Background: an optimization exercise with open tools, aiming at small area. Do not read the settings as production practice. RTL that was checked went through simulation tests only; none was proved equivalent to the original. The RTL of runs 2 and 3 was laid out without a check of its function. The clock port is modelled as an ideal driver; clocking choices that lean on that would not hold on a real chip. No activity file was given, so power comes from the tool's default toggle rates.

`design/flow/config.mk`:
```
export PLATFORM = sky130hd
export DESIGN_NAME = votingMachine
export DESIGN_NICKNAME = votingMachine
export VERILOG_FILES = /design/flow/design.v
export SDC_FILE = /design/flow/constraint.sdc
export NUM_CORES = 4
export LEC_CHECK = 0
export ABC_AREA = 1
export CAP_MARGIN = 20
export CORE_MARGIN = 2
export CORE_UTILIZATION = 40
export SLEW_MARGIN = 20
```
`design/flow/constraint.sdc`:
```
create_clock -name core_clock -period 15.0 [get_ports {clock}]
set_input_delay 3.0000 -clock core_clock [delete_from_list [all_inputs] [get_ports {clock}]]
set_output_delay 3.0000 -clock core_clock [all_outputs]
set_load 0.01 [all_outputs]
```
`design/flow/design.v`:
```
module buttonControl (
  input  wire clock,
  input  wire reset,
  input  wire button_raw,
  output wire valid_vote,
  output wire pressed_level
);
  reg       sync_0, sync_1;
  reg [8:0] debounce_cnt;
  reg       debounced;
  reg [3:0] hold_cnt;
  wire mismatch = sync_1 ^ debounced;
  wire term     = (debounce_cnt == 9'd67);
  wire clr      = reset | ~mismatch | term;
  wire [8:0] lfsr_next = {debounce_cnt[7:0], ~(debounce_cnt[8] ^ debounce_cnt[4])};
  always @(posedge clock) begin
    sync_0       <= ~reset & button_raw;
    sync_1       <= sync_0;
    debounce_cnt <= clr ? 9'd0 : lfsr_next;
    debounced    <= ~reset & (debounced ^ (mismatch & term));
    if (reset | ~debounced)
      hold_cnt <= 4'd0;
    else if (hold_cnt[3] & hold_cnt[2])
      hold_cnt <= hold_cnt;
    else
      hold_cnt <= hold_cnt + 4'd1;
  end
  assign valid_vote    = hold_cnt[3] & hold_cnt[1] & hold_cnt[0];
  assign pressed_level = |hold_cnt;
endmodule
module voteLogger(
  input             clock,
  input             reset,
  input             mode,
  input             cand1_vote_valid,
  input             cand2_vote_valid,
  input             cand3_vote_valid,
  input             cand4_vote_valid,
  output reg [7:0]  cand1_vote_recvd,
  output reg [7:0]  cand2_vote_recvd,
  output reg [7:0]  cand3_vote_recvd,
  output reg [7:0]  cand4_vote_recvd
);
  always @(posedge clock) begin
    if (reset) begin
      cand1_vote_recvd <= 8'd0;
      cand2_vote_recvd <= 8'd0;
      cand3_vote_recvd <= 8'd0;
      cand4_vote_recvd <= 8'd0;
    end else if (mode == 1'b0) begin
      if (cand1_vote_valid)
        cand1_vote_recvd <= cand1_vote_recvd + 1'b1;
      else if (cand2_vote_valid)
        cand2_vote_recvd <= cand2_vote_recvd + 1'b1;
      else if (cand3_vote_valid)
        cand3_vote_recvd <= cand3_vote_recvd + 1'b1;
      else if (cand4_vote_valid)
        cand4_vote_recvd <= cand4_vote_recvd + 1'b1;
    end
  end
endmodule
module modeControl(
  input             clock,
  input             reset,
  input             mode,
  input             valid_vote_casted,
  input      [7:0]  candidate1_vote,
  input      [7:0]  candidate2_vote,
  input      [7:0]  candidate3_vote,
  input      [7:0]  candidate4_vote,
  input             candidate1_button_pressed_level,
  input             candidate2_button_pressed_level,
  input             candidate3_button_pressed_level,
  input             candidate4_button_pressed_level,
  output     [7:0]  leds
);
  reg [6:0] flash;
  wire flash_on = |flash;
  wire fb = flash[5] ? ~flash[6] : (flash[6] & |flash[4:0]);
  always @(posedge clock) begin
    if (reset)
      flash <= 7'd0;
    else if (valid_vote_casted)
      flash <= 7'd72;
    else
      flash <= {flash[5:0], fb};
  end
  reg sel_on, sel_1, sel_2, sel_3, sel_4;
  wire p1 = candidate1_button_pressed_level;
  wire p2 = candidate2_button_pressed_level;
  wire p3 = candidate3_button_pressed_level;
  wire p4 = candidate4_button_pressed_level;
  always @(posedge clock) begin
    sel_on <= ~reset & ~mode & flash_on;
    sel_1  <= ~reset & mode & p1;
    sel_2  <= ~reset & mode & ~p1 & p2;
    sel_3  <= ~reset & mode & ~p1 & ~p2 & p3;
    sel_4  <= ~reset & mode & ~p1 & ~p2 & ~p3 & p4;
  end
  assign leds = {8{sel_on}}
              | ({8{sel_1}} & candidate1_vote)
              | ({8{sel_2}} & candidate2_vote)
              | ({8{sel_3}} & candidate3_vote)
              | ({8{sel_4}} & candidate4_vote);
endmodule
module results(
  input  wire [7:0] cand1,
  input  wire [7:0] cand2,
  input  wire [7:0] cand3,
  input  wire [7:0] cand4,
  output reg  [2:0] winner_id,
  output reg  [7:0] winner_votes,
  output reg        tie
);
  reg [3:0] alive;
  integer b;
  always @(*) begin
    alive = 4'b1111;
    for (b = 7; b >= 0; b = b - 1) begin
      winner_votes[b] = (alive[0] & cand1[b]) | (alive[1] & cand2[b]) |
                        (alive[2] & cand3[b]) | (alive[3] & cand4[b]);
      alive = alive & ({cand4[b], cand3[b], cand2[b], cand1[b]} | {4{~winner_votes[b]}});
    end
    tie = (alive[0] & (alive[1] | alive[2] | alive[3])) |
          (alive[1] & (alive[2] | alive[3])) |
          (alive[2] & alive[3]);
    winner_id = tie ? 3'd0 :
                alive[0] ? 3'd1 : alive[1] ? 3'd2 : alive[2] ? 3'd3 : 3'd4;
  end
endmodule
module votingMachine(
  input        clock,
  input        reset,
  input        mode,
  input        button1_raw,
  input        button2_raw,
  input        button3_raw,
  input        button4_raw,
  output [7:0] led,
  output [2:0] winner_id,
  output [7:0] winner_votes,
  output       tie,
  output [7:0] cand1_count,
  output [7:0] cand2_count,
  output [7:0] cand3_count,
  output [7:0] cand4_count
);
  wire valid_vote_1, valid_vote_2, valid_vote_3, valid_vote_4;
  wire pressed_1, pressed_2, pressed_3, pressed_4;
  wire [7:0] c1, c2, c3, c4;
  wire anyValidVote = valid_vote_1 | valid_vote_2 | valid_vote_3 | valid_vote_4;
  buttonControl bc1(clock, reset, button1_raw, valid_vote_1, pressed_1);
  buttonControl bc2(clock, reset, button2_raw, valid_vote_2, pressed_2);
  buttonControl bc3(clock, reset, button3_raw, valid_vote_3, pressed_3);
  buttonControl bc4(clock, reset, button4_raw, valid_vote_4, pressed_4);
  voteLogger VL(
    clock, reset, mode,
    valid_vote_1, valid_vote_2, valid_vote_3, valid_vote_4,
    c1, c2, c3, c4
  );
  modeControl MC(
    clock, reset, mode, anyValidVote,
    c1, c2, c3, c4,
    pressed_1, pressed_2, pressed_3, pressed_4,
    led
  );
  results RES(c1, c2, c3, c4, winner_id, winner_votes, tie);
  assign cand1_count = c1;
  assign cand2_count = c2;
  assign cand3_count = c3;
  assign cand4_count = c4;
endmodule
```
`design/flow/run.sh`:
```
#!/bin/bash
# synth_recipe.tcl (not shown) runs the flow's synth.tcl, then flattens the netlist and writes it again
# the make line also repeats each setting of config.mk as NAME=value (left out here)
make -C /OpenROAD-flow-scripts/flow DESIGN_CONFIG=/design/flow/config.mk WORK_HOME=/design/flow/orfs CLKGATE_MAP_FILE= SYNTH_SCRIPT=/design/flow/synth_recipe.tcl finish
```
==> metrics.md, run 1 <==
| Metric | Value |
|---|---|
| Power per cell area | 87.1 mW/mm^2 |
| Antenna Violating Nets Remaining | 0 |
| Ys flop type | dfxtp_1 |
| Remaining DRCs | 0 |
| Critical path peak fanout | 5 |
| Synth cell count leaders | 135 x inv_1, 108 x dfxtp_1, 78 x nor2_1 |
| Fraction of layout cells with a size suffix above 1 | 0.111 |
| Number of max-slew violations in the final report | 0 |
| Setup Viol. Count Final | 0 |
| Post-synth EDFFs | 0 |
| Max Cap Viol | 0 |
| Cell Rows | 41 |
| Worst path slowest cell | clkdlybuf4s50_1 |
| Largest net degree at the start of global routing | 31 |
| Cell taking the most area after synthesis | dfxtp_1 |
| Post-CTS Setup Bufs | 0 |
| Starting Density | 0.406 |
| Syn nets | 689 |
| Leak pwr | 2.38 nW |
| Post-CTS Hold Fix Bufs | 0 |
| Setup CP Type | reg2out |
| Post-CTS sizing | 0 |
| RSZ-0062 raised after global routing | no |
| Max clock buf depth | 2 |
| Clk slew on worst S/H paths | 0.07 ns |
| Switch Pwr | 0.000111 W |
| Cells taking the most area after synthesis | dfxtp_1 43%, inv_1 10%, nor2_1 5.8% |
| Core ar. | 0.0125 mm^2 |
| TritonCTS clock tree | done |
| Outcome | finished clean |
| Root Driver | clkbuf_16 |
| Boundary Pins | 59 |
| Fin. Hold Viols | 0 |
| Netlist cell types | 38 |
| Slew headroom | 0.410 |
| PortBufs | 58 |
| Worst hold slack | 0.331 ns |
| Die height | 117 um |
| Pre-Repair DR Iteration Count | 4 |
| Clock Skew | 0.00869 ns |
| Number of vias per cell | 4.83 |
| CTS Sinks | 108 |
| Gp weighted congestion | 0.856 |
| Post-Synthesis Cells | 670 |
| Peak Freq | 135 MHz |
| Final setup TNS | 0 ns |
| Setup crit end kind | output pin |
| Cell Area, Synth | 0.00508 mm^2 |
| Global-route usage over all layers | 0.182 |
| Total grt overflow | 0 |
| Nets | 751 |
| Post-DP HPWL | 8.72 mm |
| Synth top area share | 0.426 |
| Detailed Route WL | 11.5 mm |
| Yosys Warn Count | 4 |
| CP arrival | 4.42 ns |
| Synthesized area per cell | 7.58 um^2 |
| Htree depth | 3 |
| Period minus WS final | 7.42 ns |
| Fin crit share | 0.495 |
| Clock share of power | 0.444 |
| Area grow syn2layout | 21.0% |
| Number of antenna violations at the first check in global routing | 0 |
| Num CTS Buffers | 9 |
| Worst-margin pin slew | 0.884 ns |
| Post-synthesis sequential area ratio | 0.426 |
| Die area | 0.0136 mm^2 |
| Max incr delay on CP | 0.52 ns |
| Vias in the first global route | 4259 |
| Wire per inst | 12.7 um |
| Hold Crit Class | reg2reg |
| CP Data Required Time | 12.00 ns |
| DR iter-0 viols | 235 |
| Total power | 0.000535 W |
| Worst path most repeated cell | nand2_2 |
| Worst skew pair latency | 0.35 ns |
| First-pass GRT wire length | 19.6 mm |
| Async set-reset flop share out of synthesis | 0 |
| Cell internal pwr | 0.000424 W |
| Sw frac | 0.208 |
| N_diodes | 0 |
| Sequential Power Share | 0.540 |
| Via count | 4388 |
| Die Width | 117 um |
| CP Launch Type | flop |
| Worst VDD drop | 0.0000492 V |
| Comb power frac | 0.016 |
| Register bit total from synthesis | 108 |
| Most common cell in the netlist | inv_1 |
[registers in the layout, indices dropped and copies added, names as in the netlist, 4 cells and up]
name and count:
bc4.hold_cnt 4, VL.cand2_vote_recvd 8, bc3.hold_cnt 4, bc2.hold_cnt 4
VL.cand4_vote_recvd 8, bc4.debounce_cnt 9, bc2.debounce_cnt 9, VL.cand3_vote_recvd 8
bc1.debounce_cnt 9, bc1.hold_cnt 4, VL.cand1_vote_recvd 8, bc3.debounce_cnt 9
MC.flash 7
[layer usage]
layer	vias up	wire length (um)	global-route usage
met3	21	521	0.0337
li1	2291	-	-
met4	0	272	0.0784
met2	71	5490	0.318
met1	2005	5230	0.219
met5	-	0	0
[path summary, 6_finish.rpt]
check	startpoint	endpoint	slack [ns]	cells after the start
min	bc2.sync_0$_DFF_P_	bc2.sync_1$_DFF_P_	0.33	0
max reg2reg	bc2.hold_cnt[0]$_SDFFE_PP0N_	VL.cand2_vote_recvd[7]$_SDFFE_PP0P_	12.54	12
max	VL.cand2_vote_recvd[7]$_SDFFE_PP0P_	tie	7.58	35
min reg2reg	bc2.sync_0$_DFF_P_	bc2.sync_1$_DFF_P_	0.33	0
[cells in the final DEF, fill, tap and decap left out, types with 2 or more instances in the layout]
cell type	instances
nand4_1	8
clkbuf_16	9
nor4_1	8
nand3_2	16
nor2_1	78
nor3_1	32
o21bai_1	3
nand2_4	6
a31oi_1	4
o21ai_2	7
clkinvlp_4	2
o21bai_2	3
o21ai_1	4
a221oi_1	8
nor2_2	2
o221ai_1	7
dfxtp_1	108
o21ai_0	35
clkdlybuf4s50_1	58
inv_1	135
nand2_2	18
ha_1	12
nand2_1	70
nand3_4	2
a211oi_1	5
xor2_1	4
nor3b_1	3
inv_2	8
a21oi_1	43
nand3_1	24
[power groups by stage]
stage | Sequential, W | Clock, W | Combinational [W]
global placement | 0.000296 | 0 | 0.00000873
detailed placement | 0.000296 | 0 | 0.00000892
global route | 0.000289 | 0.000254 | 0.0000101
floorplan | 0.000295 | 0 | 0.00000499
CTS | 0.000289 | 0.000243 | 0.00000896
finish | 0.000289 | 0.000237 | 0.00000872
[worst max-delay path, delay by kind of cell (launching register included)]
kind	cells	cell delay (ns)
AO/OA/AOI/OAI	3	0.38
flip-flops	1	0.42
buffers and inverters	5	0.80
AND/OR/NAND/NOR	27	2.46
[kinds of logic (layout without fill, tap and decap cells)]
kind of cell	after synthesis	count (layout)	share of synthesized area
and+or+nand+nor	272	272	0.278
buffers and inverters	151	217	0.112
AOI/OAI and AO/OA	123	123	0.148
DFF	108	108	0.426
adders and majority gates	12	12	0.0295
xor gates and xnor gates	4	4	0.00689
[stage by stage]
step | utilization | std cells | setup WS [ns] | instance area, um^2
final | 0.491 | 908 | 7.58 | 6150
after global routing | 0.491 | 908 | 7.11 | 6150
after floorplan | - | 670 | 8.71 | 5080
after detailed placement | 0.468 | 893 | 7.98 | 5850
after CTS | 0.491 | 908 | 7.59 | 6150
after global placement | 0.468 | 893 | 8.04 | 5850
[area by class of cell]
cell class,count,area [um^2]
clock buffers,11,243
clock inverters,4,50.0
fillers,1259,6370
inverters,143,537
multi-input cells,411,2350
flip-flops and latches,108,2160
well taps,172,215
repair buffers,59,588
==> inputs of run 2 (changes only) <==
--- a/design/flow/design.v
+++ b/design/flow/design.v
@@ -5,28 +5,33 @@
   output wire valid_vote,
   output wire pressed_level
 );
-  reg       sync_0, sync_1;
+  reg       sync_0;
   reg [8:0] debounce_cnt;
   reg       debounced;
   reg [3:0] hold_cnt;
-  wire mismatch = sync_1 ^ debounced;
-  wire term     = (debounce_cnt == 9'd67);
+  wire mismatch = sync_0 ^ debounced;
+  localparam [8:0] INV = 9'b010101010;
+  wire [8:0] lfsr   = debounce_cnt ^ INV;
+  wire term     = (lfsr == 9'd67);
   wire clr      = reset | ~mismatch | term;
-  wire [8:0] lfsr_next = {debounce_cnt[7:0], ~(debounce_cnt[8] ^ debounce_cnt[4])};
+  wire [8:0] lfsr_next = {lfsr[7:0], ~(lfsr[8] ^ lfsr[4])};
+  reg [3:0] hold_next;
+  always @(*) begin
+    if (reset)
+      hold_next = 4'd0;
+    else if (debounced)
+      hold_next = (hold_cnt == 4'd13) ? 4'd13 : hold_cnt + 4'd1;
+    else
+      hold_next = (hold_cnt == 4'd0 || hold_cnt == 4'd15) ? 4'd0 : 4'd15;
+  end
   always @(posedge clock) begin
     sync_0       <= ~reset & button_raw;
-    sync_1       <= sync_0;
-    debounce_cnt <= clr ? 9'd0 : lfsr_next;
+    debounce_cnt <= clr ? INV : lfsr_next ^ INV;
     debounced    <= ~reset & (debounced ^ (mismatch & term));
-    if (reset | ~debounced)
-      hold_cnt <= 4'd0;
-    else if (hold_cnt[3] & hold_cnt[2])
-      hold_cnt <= hold_cnt;
-    else
-      hold_cnt <= hold_cnt + 4'd1;
+    hold_cnt     <= hold_next;
   end
-  assign valid_vote    = hold_cnt[3] & hold_cnt[1] & hold_cnt[0];
-  assign pressed_level = |hold_cnt;
+  assign valid_vote    = (hold_cnt == 4'd12);
+  assign pressed_level = (hold_cnt >= 4'd2);
 endmodule
 module voteLogger(
   input             clock,
==> design/flow/flow/run.sh (new file) <==
#!/bin/bash
# Own layout flow: the standard ORFS flow (standard.sh) with
#  - an area-oriented ABC mapping script (area.abc) in place of ORFS's,
#    applied through a wrapper around the standard flow's unchanged synthesis script;
#  - the smallest buffer for the port buffers;
#  - clock tree synthesis with small clock buffers and no dummy loads.
# Each tool's output goes to a log in this folder.
set -uo pipefail
HERE=$(pwd)
cat > my_synth.tcl <<EOT
proc abc {args} {
  set i [lsearch -exact \$args -script]
  if {\$i >= 0} { lset args [expr {\$i+1}] $HERE/flow/area.abc }
  puts "abc wrapper: [join \$args]"
  yosys abc {*}\$args
}
source $HERE/synth_recipe.tcl
EOT
source flow/settings.sh
bash standard.sh SYNTH_SCRIPT=$HERE/my_synth.tcl "${EXTRA[@]}" finish > flow_make.log 2>&1
rc=$?
cp -r orfs/logs/sky130hd/votingMachine/base orfs_logs 2>/dev/null
exit $rc
==> design/flow/flow/area.abc (new file) <==
strash; &get -n; &dch -f; &nf -R 1000; &put
==> design/flow/flow/settings.sh (new file) <==
EXTRA=(
  "BUFFER_PORTS_ARGS=-buffer_cell sky130_fd_sc_hd__buf_1"
  "CTS_ARGS=-sink_clustering_enable -repair_clock_nets -dont_use_dummy_load -buf_list sky130_fd_sc_hd__clkbuf_8"
)
==> design/flow/standard.sh (new file) <==
#!/bin/bash
# synth_recipe.tcl (not shown) runs the flow's synth.tcl, then flattens the netlist and writes it again
# the make line also repeats each setting of config.mk as NAME=value (left out here)
make -C /OpenROAD-flow-scripts/flow DESIGN_CONFIG=/design/flow/config.mk WORK_HOME=/design/flow/orfs CLKGATE_MAP_FILE= SYNTH_SCRIPT=/design/flow/synth_recipe.tcl "${@:-finish}"
--- a/design/flow/config.mk
+++ b/design/flow/config.mk
@@ -8,5 +8,5 @@
 export ABC_AREA = 1
 export CAP_MARGIN = 20
 export CORE_MARGIN = 2
-export CORE_UTILIZATION = 40
+export CORE_UTILIZATION = 60
 export SLEW_MARGIN = 20
removed: design/flow/run.sh
==> run 2 against run 1 <==
Against the previous run:
- via count fell by 11%
- synthesized cell count fell by 27%
- utilization rose by 20 points
- clock power fell by 44%
- still clean on timing, DRC and antenna
- final area fell by 23%
- largest cell class unchanged
- clock skew rose by 0.029 ns
- power fell by 15%
- combinational power rose to 3.7 times the previous value
- fmax fell by 30%
- first-iteration DRC count rose by 22%
- global-route usage rose by 6.5 points
- setup slack got worse by 3.1 ns
==> metrics.md, run 2 <==
| Metric | Value |
|---|---|
| Cell Rows | 30 (-27%) |
| Worst Path Buf+Inv | 4 (-1) |
| Yosys Warn Count | 4 (unchanged) |
| CP arrival | 7.55 ns (+3.13 ns) |
| Max incr delay on CP | 0.74 ns (+0.22 ns) |
| Wire per inst | 14.6 um (+15%) |
| Die area | 0.00780 mm^2 (-43%) |
| Cells taking the most area after synthesis | dfxtp_1 49%, a21oi_1 6.2%, nand2_1 4.8% |
| Post-synth EDFFs | 0 (unchanged) |
| Synth top area share | 0.488 (+0.0626) |
| Post-Synthesis Cells | 490 (-27%) |
| Post-CTS Setup Bufs | 0 (unchanged) |
| Antenna Violating Nets Remaining | 0 (unchanged) |
| Peak Freq | 94.8 MHz (-30%) |
| Total grt overflow | 0 (unchanged) |
| Worst path slowest cell | nor4_1 |
| Setup CP Type | reg2out |
| CP Launch Type | flop |
| Die Width | 88.3 um (-24%) |
| Number of antenna violations at the first check in global routing | 0 (unchanged) |
| Setup crit end kind | output pin |
| Die height | 88.3 um (-24%) |
| Max clock buf depth | 2 (unchanged) |
| Commonest non-fill, non-tap cells in the layout | 104 x dfxtp_1, 57 x buf_1, 55 x nand2_1 |
| Global-route usage over all layers | 0.247 (+0.0654) |
| Post-CTS sizing | 0 (unchanged) |
| PortBufs | 58 (unchanged) |
| Slew headroom | 0.296 (-0.114) |
| Starting Density | 0.624 (+0.218) |
| Post-CTS Hold Fix Bufs | 0 (unchanged) |
| Pre-Repair DR Iteration Count | 5 (+1) |
| Number of max-slew violations in the final report | 0 (unchanged) |
| Post-layout util | 0.694 (+0.203) |
| Final setup TNS | 0 ns (unchanged) |
| Worst VDD drop | 0.0000804 V (+63%) |
| Core ar. | 0.00683 mm^2 (-45%) |
| Max Cap Viol | 0 (unchanged) |
| Number of vias per cell | 5.97 (+24%) |
| Netlist cell types | 40 (+5.3%) |
| Period minus WS final | 10.55 ns (+3.13 ns) |
| Power per cell area | 95.9 mW/mm^2 (+10%) |
| Hold Crit Class | reg2reg |
| Critical path peak fanout | 8 (+3) |
| Commonest non-fill, non-tap cell in the layout | dfxtp_1 |
| First-pass GRT wire length | 15.3 mm (-22%) |
| Worst path most repeated cell | o21ai_0 |
| Worst-margin pin slew | 1.05 ns (+0.164 ns) |
| Comb power frac | 0.070 (+0.054) |
| Ys flop type | dfxtp_1 |
| Remaining DRCs | 0 (unchanged) |
| Total power | 0.000455 W (-15%) |
| RSZ-0062 raised after global routing | no |
| Async set-reset flop share out of synthesis | 0 (unchanged) |
| Cell internal pwr | 0.000349 W (-18%) |
| Finished Layout Cells | 655 (-28%) |
| Cell Area, Synth | 0.00427 mm^2 (-16%) |
| Sequential Power Share | 0.640 (+0.100) |
| Gp weighted congestion | 1.00 (+17%) |
| Boundary Pins | 59 (unchanged) |
| Synthesized area per cell | 8.70 um^2 (+15%) |
| Vias in the first global route | 3372 (-21%) |
| Register bit total from synthesis | 104 (-3.7%) |
| Largest net degree at the start of global routing | 67 (+120%) |
| Htree depth | 3 (unchanged) |
| TritonCTS clock tree | done |
| Clock share of power | 0.290 (-0.154) |
| Cell taking the most area after synthesis | dfxtp_1 |
| Syn nets | 501 (-27%) |
| DR iter-0 viols | 286 (+22%) |
| Worst skew pair latency | 0.36 ns (about the same) |
| Outcome | finished clean |
| CP delay by family, top | compound AO/OA/AOI/OAI gates |
| Root Driver | clkbuf_8 |
| Nets | 572 (-24%) |
| Post-DP HPWL | 6.89 mm (-21%) |
| Clock Skew | 0.0372 ns (+0.0285 ns) |
| Post-synthesis sequential area ratio | 0.488 (+0.0626) |
| Setup Viol. Count Final | 0 (unchanged) |
| Detailed Route WL | 9.58 mm (-17%) |
| Clk slew on worst S/H paths | 0.10 ns (+0.03 ns) |
| CTS Sinks | 104 (-3.7%) |
| Via count | 3913 (-11%) |
| Num CTS Buffers | 9 (unchanged) |
| Fraction of layout cells with a size suffix above 1 | 0.0215 (-0.0899) |
| Most common cell in the netlist | dfxtp_1 |
| Fin. Hold Viols | 0 (unchanged) |
| CP Data Required Time | 12.00 ns (about the same) |
| Leak pwr | 1.71 nW (-28%) |
| Sw frac | 0.233 (+0.0248) |
| Fin crit share | 0.704 (+0.209) |
| Area grow syn2layout | 11.2% |
| Placed Cells incl. Taps | 646 (-28%) |
| Switch Pwr | 0.000106 W (-4.8%) |
| Synth cell count leaders | 104 x dfxtp_1, 55 x nand2_1, 53 x a21oi_1 |
| N_diodes | 0 (unchanged) |
==> run 2: layer usage <==
| layer | GRT usage | share of wire | vias up |
|---|---|---|---|
| met2 | 0.416 | 0.47 | 140 |
| met1 | 0.322 | 0.45 | 1816 |
| met4 | 0.0923 | 0.017 | 0 |
| met5 | 0 | 0 | - |
| met3 | 0.0392 | 0.068 | 20 |
| li1 | - | - | 1937 |
==> run 2: worst reg2reg max path: cells and delay by family, from the launching register on <==
kind            cells  cell delay [ns]
compound gates      1             0.21
simple gates        6             1.97
flops               1             0.35
==> run 2: final timing paths <==
check,end,depth (start not counted),slack [ns],start
worst max-delay path,winner_id[0],31,4.45,VL.cand2_vote_recvd[7]$_SDFFE_PP0P_
worst max register to register,VL.cand3_vote_recvd[6]$_SDFFE_PP0P_,7,12.36,bc3.hold_cnt[1]$_SDFF_PP0_
worst min register to register,bc2.debounce_cnt[2]$_SDFF_PP0_,1,0.38,bc2.debounce_cnt[1]$_SDFF_PP1_
worst min-delay path,bc2.debounce_cnt[2]$_SDFF_PP0_,1,0.38,bc2.debounce_cnt[1]$_SDFF_PP1_
==> run 2: kinds of logic (layout without fill, tap and decap cells) <==
family | count (synthesis) | after routing | synth area share
and+or+nand+nor | 201 | 201 | 0.229
AOI/OAI and AO/OA | 145 | 145 | 0.216
DFF | 104 | 104 | 0.488
buffers and inverters | 17 | 86 | 0.0150
xor gates and xnor gates | 15 | 15 | 0.0308
adders and majority gates | 4 | 4 | 0.0117
muxes | 4 | 4 | 0.00939
==> run 2: final cells by class <==
type / instances / area (um^2)
timing repair buffer: 60 / 234
clock buffer: 9 / 124
fill: 595 / 2090
multi-input combinational: 369 / 2120
tap: 96 / 120
inverter: 17 / 63.8
sequential: 104 / 2080
==> run 2: power groups by stage <==
stage | Combinational, W | Sequential (W) | Clock [W]
floorplan | 0.0000218 | 0.000295 | 0
global placement | 0.0000303 | 0.000297 | 0
detailed placement | 0.0000317 | 0.000297 | 0
CTS | 0.0000318 | 0.000291 | 0.000136
global route | 0.0000357 | 0.000292 | 0.000145
finish | 0.0000319 | 0.000291 | 0.000132
==> run 2: metrics by stage <==
| step | worst slack [ns] | hold WS [ns] | instance area [um^2] |
|---|---|---|---|
| 3_5_place_dp | 5.07 | 0.369 | 4620 |
| 5_1_grt | 3.66 | 0.376 | 4740 |
| 4_1_cts | 4.64 | 0.374 | 4740 |
| 6_report | 4.45 | 0.377 | 4740 |
| 3_3_place_gp | 5.60 | 0.363 | 4620 |
| 2_1_floorplan | 5.70 | 0.358 | 4270 |
==> inputs of run 3 (changes only) <==
--- a/design/flow/design.v
+++ b/design/flow/design.v
@@ -17,12 +17,41 @@
   wire [8:0] lfsr_next = {lfsr[7:0], ~(lfsr[8] ^ lfsr[4])};
   reg [3:0] hold_next;
   always @(*) begin
-    if (reset)
-      hold_next = 4'd0;
-    else if (debounced)
-      hold_next = (hold_cnt == 4'd13) ? 4'd13 : hold_cnt + 4'd1;
-    else
-      hold_next = (hold_cnt == 4'd0 || hold_cnt == 4'd15) ? 4'd0 : 4'd15;
+    case ({debounced, hold_cnt})
+      5'd0 : hold_next = 4'd12;
+      5'd1 : hold_next = 4'd12;
+      5'd2 : hold_next = 4'd12;
+      5'd3 : hold_next = 4'd12;
+      5'd4 : hold_next = 4'd12;
+      5'd5 : hold_next = 4'd12;
+      5'd6 : hold_next = 4'd12;
+      5'd7 : hold_next = 4'd12;
+      5'd8 : hold_next = 4'd8;
+      5'd9 : hold_next = 4'd12;
+      5'd10: hold_next = 4'd12;
+      5'd11: hold_next = 4'd12;
+      5'd12: hold_next = 4'd8;
+      5'd13: hold_next = 4'd12;
+      5'd14: hold_next = 4'd8;
+      5'd15: hold_next = 4'd12;
+      5'd16: hold_next = 4'd1;
+      5'd17: hold_next = 4'd3;
+      5'd18: hold_next = 4'd5;
+      5'd19: hold_next = 4'd6;
+      5'd20: hold_next = 4'd9;
+      5'd21: hold_next = 4'd11;
+      5'd22: hold_next = 4'd13;
+      5'd23: hold_next = 4'd15;
+      5'd24: hold_next = 4'd0;
+      5'd25: hold_next = 4'd2;
+      5'd26: hold_next = 4'd4;
+      5'd27: hold_next = 4'd7;
+      5'd28: hold_next = 4'd8;
+      5'd29: hold_next = 4'd10;
+      5'd30: hold_next = 4'd8;
+      5'd31: hold_next = 4'd15;
+    endcase
+    if (reset) hold_next = 4'd8;
   end
   always @(posedge clock) begin
     sync_0       <= ~reset & button_raw;
@@ -30,8 +59,8 @@
     debounced    <= ~reset & (debounced ^ (mismatch & term));
     hold_cnt     <= hold_next;
   end
-  assign valid_vote    = (hold_cnt == 4'd12);
-  assign pressed_level = (hold_cnt >= 4'd2);
+  assign valid_vote    = (hold_cnt == 4'd7);
+  assign pressed_level = (hold_cnt != 4'd8) & (hold_cnt != 4'd0);
 endmodule
 module voteLogger(
   input             clock,
==> run 3 against run 2 <==
Against the previous run:
- highest routed layer unchanged
- final area is 2.8% lower
- critical path depth stayed put
- wire length decreased by 1.2%
- clock power is essentially flat
==> metrics.md, run 3 <==
| Metric | Value |
|---|---|
| Register-to-register setup slack | 12.63 ns (+0.27 ns) |
| Setup crit end kind | output pin |
| Final instance area | 0.00461 mm^2 (-2.8%) |
| Max clock buf depth | 2 (unchanged) |
| R2r endpoint | VL.cand4_vote_recvd[7]$_SDFFE_PP0P_ |
| Cell taking the most area after synthesis | dfxtp_1 |
| Nets | 549 (-4.0%) |
| Period minus WS final | 10.56 ns (+0.00327 ns) |
| Post-CTS sizing | 0 (unchanged) |
| Die Width | 87.2 um (-1.3%) |
| Cell Rows | 30 (unchanged) |
| Setup Viol. Count Final | 0 (unchanged) |
| Fraction of layout cells with a size suffix above 1 | 0.0224 (+0.000921) |
| Xor/xnor share of the synthesized area | 0.0190 (-0.0118) |
| N_diodes | 0 (unchanged) |
| Final WS setup | 4.44 ns (-0.00327 ns) |
| Hold Crit Class | reg2reg |
| Detailed Route WL | 9.46 mm (-1.2%) |
| Cells taking the most area after synthesis | dfxtp_1 50%, a21oi_1 4.9%, nor2_1 4.8% |
| Register bit total from synthesis | 104 (unchanged) |
| Die area | 0.00760 mm^2 (-2.6%) |
| Worst r2r src | bc3.hold_cnt[1]$_SDFF_PP0_ |
| Syn nets | 478 (-4.6%) |
| Final setup TNS | 0 ns (unchanged) |
| Placed Area | 0.00449 mm^2 (-2.9%) |
| Post-synth EDFFs | 0 (unchanged) |
| Adder-cell share of the synthesized area | 0.0121 (+0.000322) |
| Commonest non-fill, non-tap cell in the layout | dfxtp_1 |
| Htree depth | 3 (unchanged) |
| Root Driver | clkbuf_8 |
| Number of vias per cell | 6.00 (+0.52%) |
| Slew headroom | 0.419 (+0.123) |
| CP Launch Type | flop |
| Power per cell area | 91.0 mW/mm^2 (-5.1%) |
| Boundary Pins | 59 (unchanged) |
| Post-CTS Hold Fix Bufs | 0 (unchanged) |
| Leak pwr | 1.65 nW (-3.5%) |
| Worst VDD drop | 0.0000729 V (-9.3%) |
| CP arrival | 7.56 ns (about the same) |
| Commonest non-fill, non-tap cells in the layout | 104 x dfxtp_1, 57 x buf_1, 53 x nor2_1 |
| Worst-margin pin slew | 0.864 ns (-0.184 ns) |
| Starting Density | 0.614 (-0.00991) |
| Post-synthesis sequential area ratio | 0.502 (+0.0134) |
| CP delay by family, top | compound AO/OA/AOI/OAI gates |
| Max incr delay on CP | 0.78 ns (+0.04 ns) |
| Yosys Warn Count | 4 (unchanged) |
| Critical Path End | winner_id[0] |
| RSZ-0062 raised after global routing | no |
| Crit path depth | 31 (unchanged) |
| Compound-Gate Fraction of Synth Area | 0.170 (-0.0462) |
| Worst hold slack | 0.380 ns (+0.00305 ns) |
| Critical path peak fanout | 8 (unchanged) |
| Peak Freq | 94.7 MHz (about the same) |
| Post-DP HPWL | 6.96 mm (+1.0%) |
| Reg2reg path depth | 8 (+1) |
| Netlist cell types | 37 (-7.5%) |
| Antenna Violating Nets Remaining | 0 (unchanged) |
| Worst path most repeated cell | o21ai_0 |
| Largest net degree at the start of global routing | 72 (+7.5%) |
| Clock Skew | 0.0373 ns (+0.000106 ns) |
| Worst setup path start | VL.cand1_vote_recvd[7]$_SDFFE_PP0P_ |
| Cell Area, Synth | 0.00415 mm^2 (-2.7%) |
| Via count | 3699 (-5.5%) |
| Max Cap Viol | 0 (unchanged) |
| Post-Synthesis Cells | 467 (-4.7%) |
| Total grt overflow | 0 (unchanged) |
| TritonCTS clock tree | done |
| Die height | 87.2 um (-1.3%) |
| Synthesized area per cell | 8.89 um^2 (+2.1%) |
| Fin crit share | 0.704 (about the same) |
| First-pass GRT wire length | 15.5 mm (+1.3%) |
| Ys flop type | dfxtp_1 |
| Synth cell count leaders | 104 x dfxtp_1, 53 x nor2_1, 41 x a21oi_1 |
| Synth top area share | 0.502 (+0.0134) |
| Mux contribution to synthesized area | 0.00964 (+0.000257) |
| Simple-gate portion of the synthesized area | 0.263 (+0.0346) |
| Number of max-slew violations in the final report | 0 (unchanged) |
| Most common cell in the netlist | dfxtp_1 |
| Post-CTS Setup Bufs | 0 (unchanged) |
| Vias in the first global route | 3379 (+0.21%) |
| Clk slew on worst S/H paths | 0.09 ns (about the same) |
| Post-layout util | 0.682 (-0.0121) |
| Area grow syn2layout | 11.0% |
| Largest family of logic cells by synthesized area | simple AND/OR/NAND/NOR gates |
| Num CTS Buffers | 9 (unchanged) |
| Remaining DRCs | 0 (unchanged) |
| Worst skew pair latency | 0.37 ns (about the same) |
| Outcome | finished clean |
| Number of antenna violations at the first check in global routing | 0 (unchanged) |
| CTS Sinks | 104 (unchanged) |
| Gp weighted congestion | 0.921 (-8.1%) |
| Pre-Repair DR Iteration Count | 5 (unchanged) |
| DR iter-0 viols | 192 (-33%) |
| PortBufs | 58 (unchanged) |
| Global-route usage over all layers | 0.261 (+0.0132) |
| Core ar. | 0.00676 mm^2 (-1.1%) |
| Worst Path Buf+Inv | 4 (unchanged) |
| Wire per inst | 15.4 um (+5.0%) |
| Setup CP Type | reg2out |
| Async set-reset flop share out of synthesis | 0 (unchanged) |
| Worst path slowest cell | nor4_1 |
| Post-Place Setup Slack | 5.01 ns (-0.0623 ns) |
| CP Data Required Time | 12.00 ns (about the same) |
| Fin. Hold Viols | 0 (unchanged) |
## run 3: changes by cell type after synthesis, moves of 5 or more
cell | before | now
and3_1 | 10 | 18
xnor2_1 | 12 | 4
or2_0 | 11 | 1
clkinv_1 | 17 | 27
a21oi_1 | 53 | 41
and2_0 | 7 | 13
o21ai_0 | 32 | 22
nor4_1 | 7 | 12
nor3_1 | 22 | 30
nand2b_1 | 10 | 5
nand2_1 | 55 | 32
## run 3: logic make-up (layout without fill, tap and decap cells)
logic type / Yosys count / after routing
and+or+nand+nor: 208 / 208
AOI/OAI and AO/OA: 111 / 111
DFF: 104 / 104
buffers and inverters: 27 / 96
xor gates and xnor gates: 9 / 9
adders and majority gates: 4 / 4
muxes: 4 / 4
## run 3: final cells by class
type | instances | area [um^2]
fill | 591 | 2150
clock buffer | 9 | 124
sequential | 104 | 2080
multi-input combinational | 336 | 1970
tap | 80 | 100
timing repair buffer | 60 | 234
inverter | 27 | 101
## run 3: layer usage
layer  wire [um]  vias to the layer above  GRT usage
li1            -                     1857          -
met1        4220                     1728      0.317
met2        4600                       95      0.446
met3         425                       19     0.0597
met4         210                        0      0.103
met5           0                        -          0
## run 3: power by group
| group | switching (W) | internal (W) |
|---|---|---|
| sequential | 0.000000724 | 0.000277 |
| combinational | 0.00000502 | 0.00000197 |
| clock | 0.0000808 | 0.0000540 |
| total | 0.0000865 | 0.000333 |
## run 3: worst min path at each step
stage                                               from                              to  slack, ns  depth (start not counted)
after detailed placement  bc1.debounce_cnt[2]$_SDFF_PP0_  bc1.debounce_cnt[3]$_SDFF_PP1_       0.36                          1
after global placement    bc1.debounce_cnt[2]$_SDFF_PP0_  bc1.debounce_cnt[3]$_SDFF_PP1_       0.36                          1
final                     bc1.debounce_cnt[2]$_SDFF_PP0_  bc1.debounce_cnt[3]$_SDFF_PP1_       0.38                          1
after CTS                 bc1.debounce_cnt[2]$_SDFF_PP0_  bc1.debounce_cnt[3]$_SDFF_PP1_       0.38                          1
after global routing      bc4.debounce_cnt[2]$_SDFF_PP0_  bc4.debounce_cnt[3]$_SDFF_PP1_       0.39                          1
after floorplan           bc1.debounce_cnt[2]$_SDFF_PP0_  bc1.debounce_cnt[3]$_SDFF_PP1_       0.35                          1
## run 3: worst reg2reg max path, stage by stage (launching register included)
cell and delay, ns:
dfxtp_1 0.36, nand3_1 0.12, nor2_1 0.06, or3_1 0.34
nor3_1 0.57, and4_1 0.36, and3_1 0.21, and3_1 0.16
nor3_1 0.04
## run 3: through the flow
step	std cells	power, W
floorplan	467	0.000287
global placement	607	0.000291
detailed placement	607	0.000291
CTS	616	0.000423
global route	616	0.000434
finish	616	0.000420
==> inputs of run 4 (changes only) <==
--- a/design/flow/design.v
+++ b/design/flow/design.v
@@ -75,22 +75,26 @@
   output reg [7:0]  cand3_vote_recvd,
   output reg [7:0]  cand4_vote_recvd
 );
-  always @(posedge clock) begin
-    if (reset) begin
-      cand1_vote_recvd <= 8'd0;
-      cand2_vote_recvd <= 8'd0;
-      cand3_vote_recvd <= 8'd0;
-      cand4_vote_recvd <= 8'd0;
-    end else if (mode == 1'b0) begin
-      if (cand1_vote_valid)
-        cand1_vote_recvd <= cand1_vote_recvd + 1'b1;
-      else if (cand2_vote_valid)
-        cand2_vote_recvd <= cand2_vote_recvd + 1'b1;
-      else if (cand3_vote_valid)
-        cand3_vote_recvd <= cand3_vote_recvd + 1'b1;
-      else if (cand4_vote_valid)
-        cand4_vote_recvd <= cand4_vote_recvd + 1'b1;
+  wire en1 = ~mode & cand1_vote_valid;
+  wire en2 = ~mode & ~cand1_vote_valid & cand2_vote_valid;
+  wire en3 = ~mode & ~cand1_vote_valid & ~cand2_vote_valid & cand3_vote_valid;
+  wire en4 = ~mode & ~cand1_vote_valid & ~cand2_vote_valid & ~cand3_vote_valid & cand4_vote_valid;
+  function [7:0] inc(input [7:0] c, input en);
+    reg t;
+    integer i;
+    begin
+      t = en;
+      for (i = 0; i < 8; i = i + 1) begin
+        inc[i] = c[i] ^ t;
+        t = t & c[i];
+      end
     end
+  endfunction
+  always @(posedge clock) begin
+    cand1_vote_recvd <= reset ? 8'd0 : inc(cand1_vote_recvd, en1);
+    cand2_vote_recvd <= reset ? 8'd0 : inc(cand2_vote_recvd, en2);
+    cand3_vote_recvd <= reset ? 8'd0 : inc(cand3_vote_recvd, en3);
+    cand4_vote_recvd <= reset ? 8'd0 : inc(cand4_vote_recvd, en4);
   end
 endmodule
 module modeControl(
--- a/design/flow/flow/run.sh
+++ b/design/flow/flow/run.sh
@@ -1,6 +1,6 @@
 #!/bin/bash
 # Own layout flow: the standard ORFS flow (standard.sh) with
-#  - an area-oriented ABC mapping script (area.abc) in place of ORFS's,
+#  - no separate adder mapping, and an area-oriented ABC mapping script (area.abc) in place of ORFS's,
 #    applied through a wrapper around the standard flow's unchanged synthesis script;
 #  - the smallest buffer for the port buffers;
 #  - clock tree synthesis with small clock buffers and no dummy loads.
==> design/flow/flow/settings.sh (replaced) <==
EXTRA=(
  "ADDER_MAP_FILE="
  "BUFFER_PORTS_ARGS=-buffer_cell sky130_fd_sc_hd__buf_1"
  "CTS_ARGS=-sink_clustering_enable -repair_clock_nets -dont_use_dummy_load -buf_list sky130_fd_sc_hd__clkbuf_8"
)
==> run 4 against run 3 <==
Against the previous run:
- area after synthesis decreased by 5.0%
- utilization up 0.92 points
- hold slack worse by 0.018 ns
- clock skew fell by 0.0045 ns
- sequential cell count unchanged
- wire length is 8.9% lower
- via count fell by 4.4%
- combinational power is 0.7% lower
- highest routed layer unchanged
==> metrics.md, run 4 <==
| Metric | Value |
|---|---|
| Switch Pwr | 0.0000840 W (-3.0%) |
| Post-Synthesis Cells | 447 (-4.3%) |
| Peak Freq | 95.8 MHz (+1.1%) |
| Reg2reg path depth | 9 (+1) |
| Cell Area, Synth | 0.00394 mm^2 (-5.0%) |
| Async set-reset flop share out of synthesis | 0 (unchanged) |
| Commonest non-fill, non-tap cell in the layout | dfxtp_1 |
| Antenna Violating Nets Remaining | 0 (unchanged) |
| Wire per inst | 14.6 um (-5.2%) |
| Pre-Repair DR Iteration Count | 5 (unchanged) |
| CP Launch Type | flop |
| Register bit total from synthesis | 104 (unchanged) |
| Cell taking the most area after synthesis | dfxtp_1 |
| Sw frac | 0.201 (-0.00489) |
| Via count | 3535 (-4.4%) |
| Worst skew pair latency | 0.35 ns (-0.02 ns) |
| Final instance area | 0.00439 mm^2 (-4.8%) |
| Clk slew on worst S/H paths | 0.10 ns (about the same) |
| N_diodes | 0 (unchanged) |
| Worst r2r src | bc2.hold_cnt[2]$_SDFF_PP0_ |
| Number of antenna violations at the first check in global routing | 0 (unchanged) |
| Outcome | finished clean |
| Ys flop type | dfxtp_1 |
| Yosys Warn Count | 4 (unchanged) |
| Leak pwr | 1.62 nW (-2.1%) |
| Post-synth EDFFs | 0 (unchanged) |
| Most common cell in the netlist | dfxtp_1 |
| Worst setup path start | VL.cand1_vote_recvd[7]$_SDFF_PP0_ |
| Slew headroom | 0.437 (+0.0187) |
| Max incr delay on CP | 0.71 ns (-0.07 ns) |
| Worst-margin pin slew | 0.839 ns (-0.0252 ns) |
| Synth cell count leaders | 104 x dfxtp_1, 51 x nor2_1, 46 x a21oi_1 |
| Critical Path End | winner_id[0] |
| Fraction of layout cells with a size suffix above 1 | 0.0214 (-0.00103) |
| Commonest non-fill, non-tap cells in the layout | 104 x dfxtp_1, 57 x buf_1, 51 x nor2_1 |
| Global-route usage over all layers | 0.243 (-0.0174) |
| Vias in the first global route | 3202 (-5.2%) |
| Die Width | 85.1 um (-2.4%) |
| Synth top area share | 0.528 (+0.0264) |
| Area grow syn2layout | 11.3% |
| Cells taking the most area after synthesis | dfxtp_1 53%, a21oi_1 5.8%, o21ai_0 5.3% |
| Gp weighted congestion | 0.944 (+2.6%) |
| Sequential Power Share | 0.666 (+0.004) |
| Root Driver | clkbuf_8 |
| CP arrival | 7.44 ns (-0.12 ns) |
| Setup CP Type | reg2out |
| Number of max-slew violations in the final report | 0 (unchanged) |
| Period minus WS final | 10.44 ns (-0.113 ns) |
| Detailed Route WL | 8.62 mm (-8.9%) |
| Final setup TNS | 0 ns (unchanged) |
| Cell Rows | 29 (-3.3%) |
| Starting Density | 0.621 (+0.00664) |
| Total grt overflow | 0 (unchanged) |
| Placed Area | 0.00427 mm^2 (-4.9%) |
| PortBufs | 58 (unchanged) |
| CP Data Required Time | 12.00 ns (about the same) |
| CTS Sinks | 104 (unchanged) |
| Post-CTS Setup Bufs | 0 (unchanged) |
| Boundary Pins | 59 (unchanged) |
| Die height | 85.1 um (-2.4%) |
| Die area | 0.00724 mm^2 (-4.8%) |
| First-pass GRT wire length | 14.4 mm (-6.7%) |
| Post-DP HPWL | 6.20 mm (-11%) |
| Max clock buf depth | 2 (unchanged) |
| Critical path peak fanout | 8 (unchanged) |
| Comb power frac | 0.017 (about the same) |
| Worst path most repeated cell | o21ai_0 |
| Syn nets | 454 (-5.0%) |
| Remaining DRCs | 0 (unchanged) |
| Clock share of power | 0.317 (-0.004) |
| RSZ-0062 raised after global routing | no |
| FILL cells | 559 (-5.4%) |
| Synthesized area per cell | 8.82 um^2 (-0.75%) |
| Hold Crit Class | reg2reg |
| Netlist cell types | 37 (unchanged) |
| Worst VDD drop | 0.0000798 V (+9.4%) |
| Max Cap Viol | 0 (unchanged) |
| Post-synthesis sequential area ratio | 0.528 (+0.0264) |
| Register-to-register setup slack | 12.43 ns (-0.20 ns) |
| Num CTS Buffers | 9 (unchanged) |
| Worst hold slack | 0.361 ns (-0.0185 ns) |
| Nets | 524 (-4.6%) |
| Setup crit end kind | output pin |
| Htree depth | 3 (unchanged) |
| Clock Skew | 0.0328 ns (-0.00451 ns) |
| Worst path slowest cell | nor4_1 |
| Number of vias per cell | 5.97 (-0.56%) |
| R2r endpoint | VL.cand2_vote_recvd[7]$_SDFF_PP0_ |
| Post-CTS sizing | 0 (unchanged) |
| DR iter-0 viols | 243 (+27%) |
| Power per cell area | 95.0 mW/mm^2 (+4.3%) |
| TritonCTS clock tree | done |
| Post-CTS Hold Fix Bufs | 0 (unchanged) |
| Post-layout util | 0.691 (+0.00921) |
| Largest net degree at the start of global routing | 41 (-43%) |
| Setup Viol. Count Final | 0 (unchanged) |
| Fin crit share | 0.696 (-0.00756) |
| Fin. Hold Viols | 0 (unchanged) |
| Core ar. | 0.00635 mm^2 (-6.0%) |
| Cell internal pwr | 0.000333 W (about the same) |
==> run 4: area by class of cell <==
cell class | count | area (um^2) | share of cell area
timing repair buffer | 59 | 226 | 0.0516
multi-input combinational | 318 | 1770 | 0.403
sequential | 104 | 2080 | 0.474
clock buffer | 9 | 124 | 0.0282
tap | 77 | 96.3 | 0.0219
inverter | 25 | 93.8 | 0.0214
==> run 4: routing by layer <==
layer	wire length, um	part of all wire	vias up	track usage
met1	3860	0.45	1634	0.330
li1	-	-	1766	-
met3	667	0.077	5	0.0506
met4	57	0.0066	0	0.0592
met2	4030	0.47	130	0.400
met5	0	0	-	0
==> run 4: how the worst min path moves through the flow <==
stage / from / to / slack [ns] / cells after the start
floorplan: bc4.debounce_cnt[2]$_SDFF_PP0_ / bc4.debounce_cnt[3]$_SDFF_PP1_ / 0.35 / 1
global placement: bc1.debounce_cnt[2]$_SDFF_PP0_ / bc1.debounce_cnt[3]$_SDFF_PP1_ / 0.36 / 1
detailed placement: bc2.debounce_cnt[6]$_SDFF_PP0_ / bc2.debounce_cnt[7]$_SDFF_PP1_ / 0.36 / 1
CTS: bc4.debounce_cnt[2]$_SDFF_PP0_ / bc4.debounce_cnt[3]$_SDFF_PP1_ / 0.37 / 1
global route: bc4.debounce_cnt[2]$_SDFF_PP0_ / bc4.debounce_cnt[3]$_SDFF_PP1_ / 0.40 / 1
finish: bc4.debounce_cnt[2]$_SDFF_PP0_ / bc4.debounce_cnt[3]$_SDFF_PP1_ / 0.36 / 1
==> run 4: critical path: cells and delay by family, from the launching register on <==
kind / cells / cell delay (ns)
flops: 1 / 0.39
simple gates: 5 / 1.37
buf+inv: 4 / 0.61
compound gates: 22 / 4.72
==> run 4: cells by family after synthesis <==
| group | after synthesis | share of synthesized area |
|---|---|---|
| flip-flops | 104 | 0.528 |
| AO/OA/AOI/OAI | 126 | 0.193 |
| XOR/XNOR | 3 | 0.00666 |
| buffers and inverters | 25 | 0.0238 |
| multiplexers | 3 | 0.00761 |
| AND/OR/NAND/NOR | 186 | 0.241 |
==> run 4: power groups by stage <==
stage               Combinational (W)  Sequential [W]  Clock, W
floorplan                  0.00000330        0.000284         0
global placement           0.00000688        0.000284         0
detailed placement         0.00000700        0.000284         0
CTS                        0.00000698        0.000278  0.000136
global route               0.00000796        0.000278  0.000145
finish                     0.00000694        0.000278  0.000132
==> run 4: through the flow <==
stage / power (W) / setup slack [ns] / cells
6_report: 0.000417 / 4.56 / 592
2_1_floorplan: 0.000287 / 5.73 / 447
3_5_place_dp: 0.000291 / 5.11 / 583
3_3_place_gp: 0.000291 / 5.55 / 583
5_1_grt: 0.000431 / 3.80 / 592
4_1_cts: 0.000420 / 4.75 / 592
==> inputs of run 5 (changes only) <==
--- a/design/flow/design.v
+++ b/design/flow/design.v
@@ -112,16 +112,18 @@
   input             candidate4_button_pressed_level,
   output     [7:0]  leds
 );
-  reg [6:0] flash;
+  reg [6:0] flash_r;
+  localparam [6:0] INV = 7'b1010101;
+  wire [6:0] flash = flash_r ^ INV;
   wire flash_on = |flash;
-  wire fb = flash[5] ? ~flash[6] : (flash[6] & |flash[4:0]);
+  wire fb = (flash[6] ^ flash[5]) & |flash[5:0];
   always @(posedge clock) begin
     if (reset)
-      flash <= 7'd0;
+      flash_r <= INV;
     else if (valid_vote_casted)
-      flash <= 7'd72;
+      flash_r <= 7'd72 ^ INV;
     else
-      flash <= {flash[5:0], fb};
+      flash_r <= {flash[5:0], fb} ^ INV;
   end
   reg sel_on, sel_1, sel_2, sel_3, sel_4;
   wire p1 = candidate1_button_pressed_level;
--- a/design/flow/flow/run.sh
+++ b/design/flow/flow/run.sh
@@ -3,7 +3,9 @@
 #  - no separate adder mapping, and an area-oriented ABC mapping script (area.abc) in place of ORFS's,
 #    applied through a wrapper around the standard flow's unchanged synthesis script;
 #  - the smallest buffer for the port buffers;
-#  - clock tree synthesis with small clock buffers and no dummy loads.
+#  - clock tree synthesis with clkbuf_4 buffers and no dummy loads, after
+#    which post_cts.tcl upsizes to clkbuf_8 the leaf buffers whose
+#    flip-flop clock pins would otherwise see a slow slew.
 # Each tool's output goes to a log in this folder.
 set -uo pipefail
 HERE=$(pwd)
==> design/flow/flow/post_cts.tcl (new file) <==
# Upsize clock-tree leaf buffers whose flip-flop clock pins would see a slow
# slew: CTS builds the tree with clkbuf_4, which is enough for most leaves.
# Only buffers that drive flip-flop clock pins are looked at.
estimate_parasitics -placement
set changed 0
foreach inst [get_cells clkbuf_*] {
  if {[get_property $inst ref_name] ne "sky130_fd_sc_hd__clkbuf_4"} { continue }
  set net [get_nets -of_objects [get_pins -of_objects $inst -filter "direction==output"]]
  set mx 0
  foreach p [get_pins -of_objects $net -filter "direction==input"] {
    if {[get_property $p lib_pin_name] ne "CLK"} { continue }
    set s [get_property $p slew_max]
    if {$s > $mx} { set mx $s }
  }
  if {$mx > 0.110} {
    puts "upsizing [get_property $inst full_name]: slew $mx"
    replace_cell $inst [get_lib_cells */sky130_fd_sc_hd__clkbuf_8]
    incr changed
  }
}
if {$changed > 0} {
  detailed_placement
  estimate_parasitics -placement
}
==> design/flow/flow/settings.sh (replaced) <==
EXTRA=(
  "ADDER_MAP_FILE="
  "BUFFER_PORTS_ARGS=-buffer_cell sky130_fd_sc_hd__buf_1"
  "CTS_ARGS=-sink_clustering_enable -repair_clock_nets -dont_use_dummy_load -buf_list sky130_fd_sc_hd__clkbuf_4"
  "POST_CTS_TCL=$HERE/flow/post_cts.tcl"
)
==> run 5 against run 4 <==
Against the previous run:
- wire length shrank 5.8%
- clock power shrank 9%
- hold slack gained 0.0040 ns
- first-iteration DRC count shrank 12%
- register-to-register slack gained 0.17 ns
- final area shrank 0.54%
- die area is essentially flat
- clock skew shrank 0.0034 ns
- non-clock buffer count is the same
- critical endpoint unchanged
- highest routed layer unchanged
==> metrics.md, run 5 <==
| Metric | Value |
|---|---|
| Pre-Repair DR Iteration Count | 5 (unchanged) |
| Die area | 0.00724 mm^2 (about the same) |
| Power per cell area | 92.6 mW/mm^2 (-2.5%) |
| Clk slew on worst S/H paths | 0.10 ns (about the same) |
| Met2 wire len | 3.92 mm (-2.6%) |
| Async set-reset flop share out of synthesis | 0 (unchanged) |
| CP Launch Type | flop |
| N_diodes | 0 (unchanged) |
| Final WS setup | 4.63 ns (+0.0725 ns) |
| Post-DP HPWL | 5.94 mm (-4.2%) |
| Setup crit end kind | output pin |
| Boundary Pins | 59 (unchanged) |
| Register area | 0.00208 mm^2 (unchanged) |
| Fin. Hold Viols | 0 (unchanged) |
| Hold Crit Class | reg2reg |
| Commonest non-fill, non-tap cell in the layout | dfxtp_1 |
| Fin crit share | 0.691 (-0.00483) |
| Number of max-slew violations in the final report | 0 (unchanged) |
| Leak pwr | 1.61 nW (-0.70%) |
| Register bit total from synthesis | 104 (unchanged) |
| Final setup TNS | 0 ns (unchanged) |
| Clock Skew | 0.0294 ns (-0.00339 ns) |
| Ys flop type | dfxtp_1 |
| Fraction of layout cells with a size suffix above 1 | 0.0193 (-0.00209) |
| FILL cells | 535 (-4.3%) |
| Number of vias per cell | 5.83 (-2.4%) |
| Wire per inst | 13.6 um (-6.4%) |
| TritonCTS clock tree | done |
| DR iter-0 viols | 215 (-12%) |
| Via count | 3475 (-1.7%) |
| Highest routed metal layer | met4 |
| Critical path peak fanout | 7 (-1) |
| Post-Place Setup Slack | 5.19 ns (+0.0734 ns) |
| Met1 wire length | 3.71 mm (-4.0%) |
| Setup CP Type | reg2out |
| Period minus WS final | 10.37 ns (-0.0725 ns) |
| Cell Rows | 29 (unchanged) |
| Nets | 528 (+0.76%) |
| Vias in the first global route | 3256 (+1.7%) |
| Commonest non-fill, non-tap cells in the layout | 104 x dfxtp_1, 58 x buf_1, 47 x nor2_1 |
| Post-synthesis sequential area ratio | 0.528 (about the same) |
| Synth top area share | 0.528 (about the same) |
| PortBufs | 58 (unchanged) |
| Detailed Route WL | 8.12 mm (-5.8%) |
| First-pass GRT wire length | 14.2 mm (-1.6%) |
| Worst path slowest cell | nor4_1 |
| Antenna Violating Nets Remaining | 0 (unchanged) |
| Core ar. | 0.00635 mm^2 (unchanged) |
| Peak Freq | 96.4 MHz (+0.70%) |
| Die height | 85.1 um (about the same) |
| Most common cell in the netlist | dfxtp_1 |
| Yosys Warn Count | 4 (unchanged) |
| Die Width | 85.1 um (about the same) |
| Worst-margin pin slew | 0.930 ns (+0.0917 ns) |
| Global-route usage over all layers | 0.238 (-0.00551) |
| Area of the multi-input gates | 0.00177 mm^2 (about the same) |
| Post-synth EDFFs | 0 (unchanged) |
| Max incr delay on CP | 0.77 ns (+0.06 ns) |
| Synthesized area per cell | 8.75 um^2 (-0.82%) |
| Worst path most repeated cell | o21ai_0 |
| Post-Synthesis Cells | 451 (+0.89%) |
| Cell taking the most area after synthesis | dfxtp_1 |
| Remaining DRCs | 0 (unchanged) |
| Max Cap Viol | 0 (unchanged) |
| Syn nets | 458 (+0.88%) |
| Area grow syn2layout | 10.7% |
| Total power | 0.000404 W (-3.0%) |
| Slew headroom | 0.376 (-0.0615) |
| Number of antenna violations at the first check in global routing | 0 (unchanged) |
| Worst skew pair latency | 0.42 ns (+0.07 ns) |
| Worst VDD drop | 0.0000757 V (-5.2%) |
| CP arrival | 7.37 ns (-0.07 ns) |
| CP Data Required Time | 12.00 ns (about the same) |
| Outcome | finished clean |
| Gp weighted congestion | 0.919 (-2.7%) |
| Synth cell count leaders | 104 x dfxtp_1, 47 x nor2_1, 45 x a21oi_1, 45 x o21ai_0, 38 x nand2_1 |
| RSZ-0062 raised after global routing | no |
| Largest net degree at the start of global routing | 38 (-7.3%) |
| Total grt overflow | 0 (unchanged) |
| Setup Viol. Count Final | 0 (unchanged) |
| Met3 WL | 382 um (-43%) |
| Netlist cell types | 35 (-5.4%) |
| Starting Density | 0.621 (about the same) |
| Cell Area, Synth | 0.00395 mm^2 (about the same) |
| CTS Sinks | 104 (unchanged) |
| Cells taking the most area after synthesis | dfxtp_1 53%, a21oi_1 5.7%, o21ai_0 5.7% |
==> run 5: changes by cell type after synthesis, moves of 2 or more <==
| cell | previous run | this run |
|---|---|---|
| nor2_1 | 51 | 47 |
| or2_0 | 2 | 5 |
| nand2_1 | 34 | 38 |
| and2_0 | 16 | 13 |
| nor4_1 | 7 | 9 |
| o21ai_0 | 42 | 45 |
| mux2i_1 | 3 | 1 |
| nand2b_1 | 4 | 8 |
| or4_1 | 7 | 5 |
| nand3_1 | 4 | 6 |
| o211a_1 | 1 | 3 |
| nor3b_1 | 4 | 2 |
==> run 5: cell families (layout without fill, tap and decap cells) <==
kind of cell / Yosys count / in the layout / synth area share
and+or+nand+nor: 188 / 188 / 0.241
AOI/OAI and AO/OA: 130 / 130 / 0.200
buffers and inverters: 26 / 94 / 0.0247
muxes: 1 / 1 / 0.00254
DFF: 104 / 104 / 0.528
xor gates and xnor gates: 2 / 2 / 0.00444
==> run 5: critical path: cells and delay by family, from the launching register on <==
family	cells	cell delay, ns
and+or+nand+nor	5	1.41
AOI/OAI and AO/OA	22	4.54
buffers and inverters	4	0.64
DFF	1	0.37
==> run 5: power breakdown <==
group	internal [W]	switching [W]
registers	0.000277	0.000000572
logic	0.00000195	0.00000501
clock network	0.0000423	0.0000774
total	0.000321	0.0000830
==> run 5: path summary, 6_finish.rpt <==
path / cells past startpoint / end / start / slack [ns]
setup / recovery: 31 / winner_id[0] / VL.cand4_vote_recvd[7]$_SDFF_PP0_ / 4.63
setup reg to reg: 10 / VL.cand2_vote_recvd[7]$_SDFF_PP0_ / bc1.hold_cnt[1]$_SDFF_PP0_ / 12.60
hold reg to reg: 1 / bc2.debounce_cnt[1]$_SDFF_PP1_ / bc2.debounce_cnt[0]$_SDFF_PP0_ / 0.37
hold / removal: 1 / bc2.debounce_cnt[1]$_SDFF_PP1_ / bc2.debounce_cnt[0]$_SDFF_PP0_ / 0.37
==> run 5: stage by stage <==
stage | instances | utilization | instance area [um^2] | hold WS, ns
after detailed placement | 587 | 0.672 | 4270 | 0.369
after global placement | 587 | 0.672 | 4270 | 0.362
after global routing | 596 | 0.688 | 4370 | 0.382
after floorplan | 451 | - | 3950 | 0.353
final | 596 | 0.688 | 4370 | 0.365
==> run 5: per-layer routing <==
layer	vias up	GRT usage
li1	1777	-
met1	1598	0.300
met2	88	0.408
met3	12	0.0428
met4	0	0.0851
met5	-	0
==> run 5: area by class of cell <==
| type | count | share of cell area |
|---|---|---|
| clock buffer | 9 | 0.0226 |
| inverter | 26 | 0.0223 |
| multi-input combinational | 321 | 0.405 |
| sequential | 104 | 0.477 |
| tap | 77 | 0.0221 |
| timing repair buffer | 59 | 0.0516 |
==> inputs of run 6 (changes only) <==
--- a/design/flow/design.v
+++ b/design/flow/design.v
@@ -10,9 +10,9 @@
   reg       debounced;
   reg [3:0] hold_cnt;
   wire mismatch = sync_0 ^ debounced;
-  localparam [8:0] INV = 9'b010101010;
+  localparam [8:0] INV = 9'b101010101;
   wire [8:0] lfsr   = debounce_cnt ^ INV;
-  wire term     = (lfsr == 9'd67);
+  wire term     = (lfsr == 9'd148);
   wire clr      = reset | ~mismatch | term;
   wire [8:0] lfsr_next = {lfsr[7:0], ~(lfsr[8] ^ lfsr[4])};
   reg [3:0] hold_next;
@@ -55,7 +55,7 @@
   end
   always @(posedge clock) begin
     sync_0       <= ~reset & button_raw;
-    debounce_cnt <= clr ? INV : lfsr_next ^ INV;
+    debounce_cnt <= clr ? (9'd170 ^ INV) : lfsr_next ^ INV;
     debounced    <= ~reset & (debounced ^ (mismatch & term));
     hold_cnt     <= hold_next;
   end
--- a/design/flow/config.mk
+++ b/design/flow/config.mk
@@ -8,5 +8,5 @@
 export ABC_AREA = 1
 export CAP_MARGIN = 20
 export CORE_MARGIN = 2
-export CORE_UTILIZATION = 60
+export CORE_UTILIZATION = 72
 export SLEW_MARGIN = 20
==> run 6 against run 5 <==
Against the previous run:
- critical path depth unchanged
- clock-buffer cell count did not move
- critical endpoint unchanged
- critical path type unchanged
- largest cell class unchanged
- wire length rose by 4.9%
- highest routed layer unchanged
- via count is 2.0% higher
- clock power about the same
- largest power group unchanged
- sequential cell count did not move
==> metrics.md, run 6 <==
| Metric | Value |
|---|---|
| Pre-Repair DR Iteration Count | 5 (unchanged) |
| Clock Skew | 0.0282 ns (-0.00117 ns) |
| Die area | 0.00603 mm^2 (-17%) |
| Core ar. | 0.00517 mm^2 (-19%) |
| Yosys Warn Count | 4 (unchanged) |
| Slew headroom | 0.330 (-0.0458) |
| N_diodes | 0 (unchanged) |
| CP arrival | 7.53 ns (+0.16 ns) |
| Register-to-register setup slack | 12.52 ns (-0.08 ns) |
| Synth top area share | 0.533 (+0.00524) |
| Max incr delay on CP | 0.87 ns (+0.10 ns) |
| Number of vias per cell | 6.09 (+4.4%) |
| Post-layout util | 0.836 (+0.149) |
| Outcome | finished clean |
| Post-Place Setup Slack | 5.09 ns (-0.0987 ns) |
| CP Data Required Time | 12.00 ns (about the same) |
| Detailed Route WL | 8.52 mm (+4.9%) |
| Nets | 521 (-1.3%) |
| Total power | 0.000415 W (+2.5%) |
| Setup CP Type | reg2out |
| Die Width | 77.7 um (-8.7%) |
| Cells taking the most area after synthesis | dfxtp_1 53%, o21ai_0 5.8%, nand2_1 5.7% |
| Via count | 3544 (+2.0%) |
| Max Cap Viol | 0 (unchanged) |
| CP Launch Type | flop |
| Met1 wire length | 3.54 mm (-4.6%) |
| First-pass GRT wire length | 14.6 mm (+3.0%) |
| CTS Sinks | 104 (unchanged) |
| RSZ-0062 raised after global routing | no |
| Post-Synthesis Cells | 444 (-1.6%) |
| Boundary Pins | 59 (unchanged) |
| Worst path most repeated cell | o21ai_0 |
| PortBufs | 58 (unchanged) |
| Worst VDD drop | 0.000103 V (+36%) |
| Worst skew pair latency | 0.44 ns (+0.02 ns) |
| Largest net degree at the start of global routing | 38 (unchanged) |
| Fin. Hold Viols | 0 (unchanged) |
| Synthesized area per cell | 8.80 um^2 (+0.58%) |
| Hold EP | bc4.debounce_cnt[4]$_SDFF_PP1_ |
| Leak pwr | 1.65 nW (+2.6%) |
| Number of antenna violations at the first check in global routing | 0 (unchanged) |
| Setup crit end kind | output pin |
| FILL cells | 336 (-37%) |
| Met3 WL | 649 um (+70%) |
| Hold path depth | 1 (unchanged) |
| Peak Freq | 94.9 MHz (-1.6%) |
| Final setup TNS | 0 ns (unchanged) |
| Number of max-slew violations in the final report | 0 (unchanged) |
| DR iter-0 viols | 322 (+50%) |
| Wire per inst | 14.6 um (+7.4%) |
| Critical path peak fanout | 8 (+1) |
| Commonest non-fill, non-tap cell in the layout | dfxtp_1 |
| Die height | 77.7 um (-8.7%) |
| Fin crit share | 0.702 (+0.0109) |
| Cell Rows | 26 (-10%) |
| Hold Crit Start | bc4.debounce_cnt[3]$_SDFF_PP1_ |
| Worst r2r src | bc1.hold_cnt[1]$_SDFF_PP0_ |
| Async set-reset flop share out of synthesis | 0 (unchanged) |
| Gp weighted congestion | 0.900 (-2.1%) |
| Synth cell count leaders | 104 x dfxtp_1, 59 x nand2_1, 45 x o21ai_0 |
| Highest routed metal layer | met4 |
| Remaining DRCs | 0 (unchanged) |
| Met2 wire len | 4.22 mm (+7.5%) |
| Register area | 0.00208 mm^2 (unchanged) |
| Power per cell area | 95.8 mW/mm^2 (+3.5%) |
| Hold Crit Class | reg2reg |
| Starting Density | 0.755 (+0.134) |
| Vias in the first global route | 3238 (-0.55%) |
| Post-synth EDFFs | 0 (unchanged) |
| Syn nets | 451 (-1.5%) |
| Reg2reg path depth | 10 (unchanged) |
==> run 6: changes by cell type after synthesis, moves of 5 or more <==
cell / change
or4_1: -5
nor2_1: -17
nor4_1: -6
nand2b_1: -6
xnor2_1: +5
nand2_1: +21
==> run 6: cells by family after synthesis <==
kind of cell,count (synthesis),synth area share
and+or+nand+nor,177,0.221
xor gates and xnor gates,9,0.0202
AOI/OAI and AO/OA,124,0.191
buffers and inverters,26,0.0250
DFF,104,0.533
muxes,4,0.0102
==> run 6: through the flow <==
step | cell area, um^2 | hold WS (ns) | std cells
after floorplan | 3910 | 0.353 | 444
after global placement | 4220 | 0.357 | 573
after detailed placement | 4220 | 0.361 | 573
after global routing | 4330 | 0.391 | 582
final | 4330 | 0.373 | 582
==> run 6: how the worst max path moves through the flow <==
stage                                       from            to  slack [ns]  cells after the start
2_1_floorplan  VL.cand2_vote_recvd[7]$_SDFF_PP0_  winner_id[0]        5.72                     30
3_3_place_gp   VL.cand2_vote_recvd[7]$_SDFF_PP0_  winner_id[0]        5.66                     31
3_5_place_dp   VL.cand2_vote_recvd[7]$_SDFF_PP0_  winner_id[0]        5.09                     31
5_1_grt        VL.cand2_vote_recvd[7]$_SDFF_PP0_  winner_id[0]        3.67                     31
6_report       VL.cand2_vote_recvd[7]$_SDFF_PP0_  winner_id[0]        4.47                     31
==> run 6: layout make-up <==
class                           instances  area share
Sequential cell                       104       0.481
Multi-Input combinational cell        314       0.399
Timing Repair Buffer                   59      0.0521
Clock buffer                            9      0.0243
Inverter                               26      0.0226
Tap cell                               70      0.0202
==> run 6: power breakdown <==
group          leakage [nW]  internal (W)  switching, W
clock                0.0569     0.0000450     0.0000772
sequential            0.845      0.000280    0.00000271
combinational         0.745    0.00000333    0.00000585
total                  1.65      0.000329     0.0000858
==> run 6: routing by layer <==
layer  global-route usage  vias up
li1                     -     1734
met1                0.368     1615
met2                0.519      177
met3               0.0837       18
met4               0.0821        0
met5                    0        -
==> run 6: critical path: cells and delay by family, from the launching register on <==
kind / cells / cell delay [ns]
AOI/OAI and AO/OA: 22 / 4.55
buffers and inverters: 4 / 0.63
DFF: 1 / 0.39
and+or+nand+nor: 5 / 1.55

[re-timing with driven ports]
Ports are ideal in the flow. The routed layouts listed here were re-timed in OpenROAD.
Step 1 sets driving cells, clkbuf_16 on the clock port and buf_2 on the other inputs (assumed; they add their load-dependent delay and slew).
Step 2, shift: input delay + t, output delay - t, t = (earliest + latest rising clock arrival at the registers) / 2. This alone moves slack from input paths to output paths.
Three values: ideal ports, drivers, drivers and shift; two values: the first two.
| run | t (ns) | setup WS [ns] | worst slew at a driven data input, ns |
|---|---|---|---|
| run 1 | 0.384 | 7.580 / 7.546 / 7.929 | 0.03 |
| run 2 | 0.374 | 4.447 / 4.416 / 4.790 | 0.04 |
| run 3 | 0.385 | 4.443 / 4.412 / 4.797 | 0.03 |
| run 4 | 0.369 | 4.557 / 4.524 / 4.894 | 0.03 |
| run 5 | 0.431 | 4.629 / 4.601 / 5.032 | 0.03 |
| run 6 | 0.452 | 4.466 / 4.437 / 4.889 | 0.04 |
After both steps setup and hold are still met in every run listed.
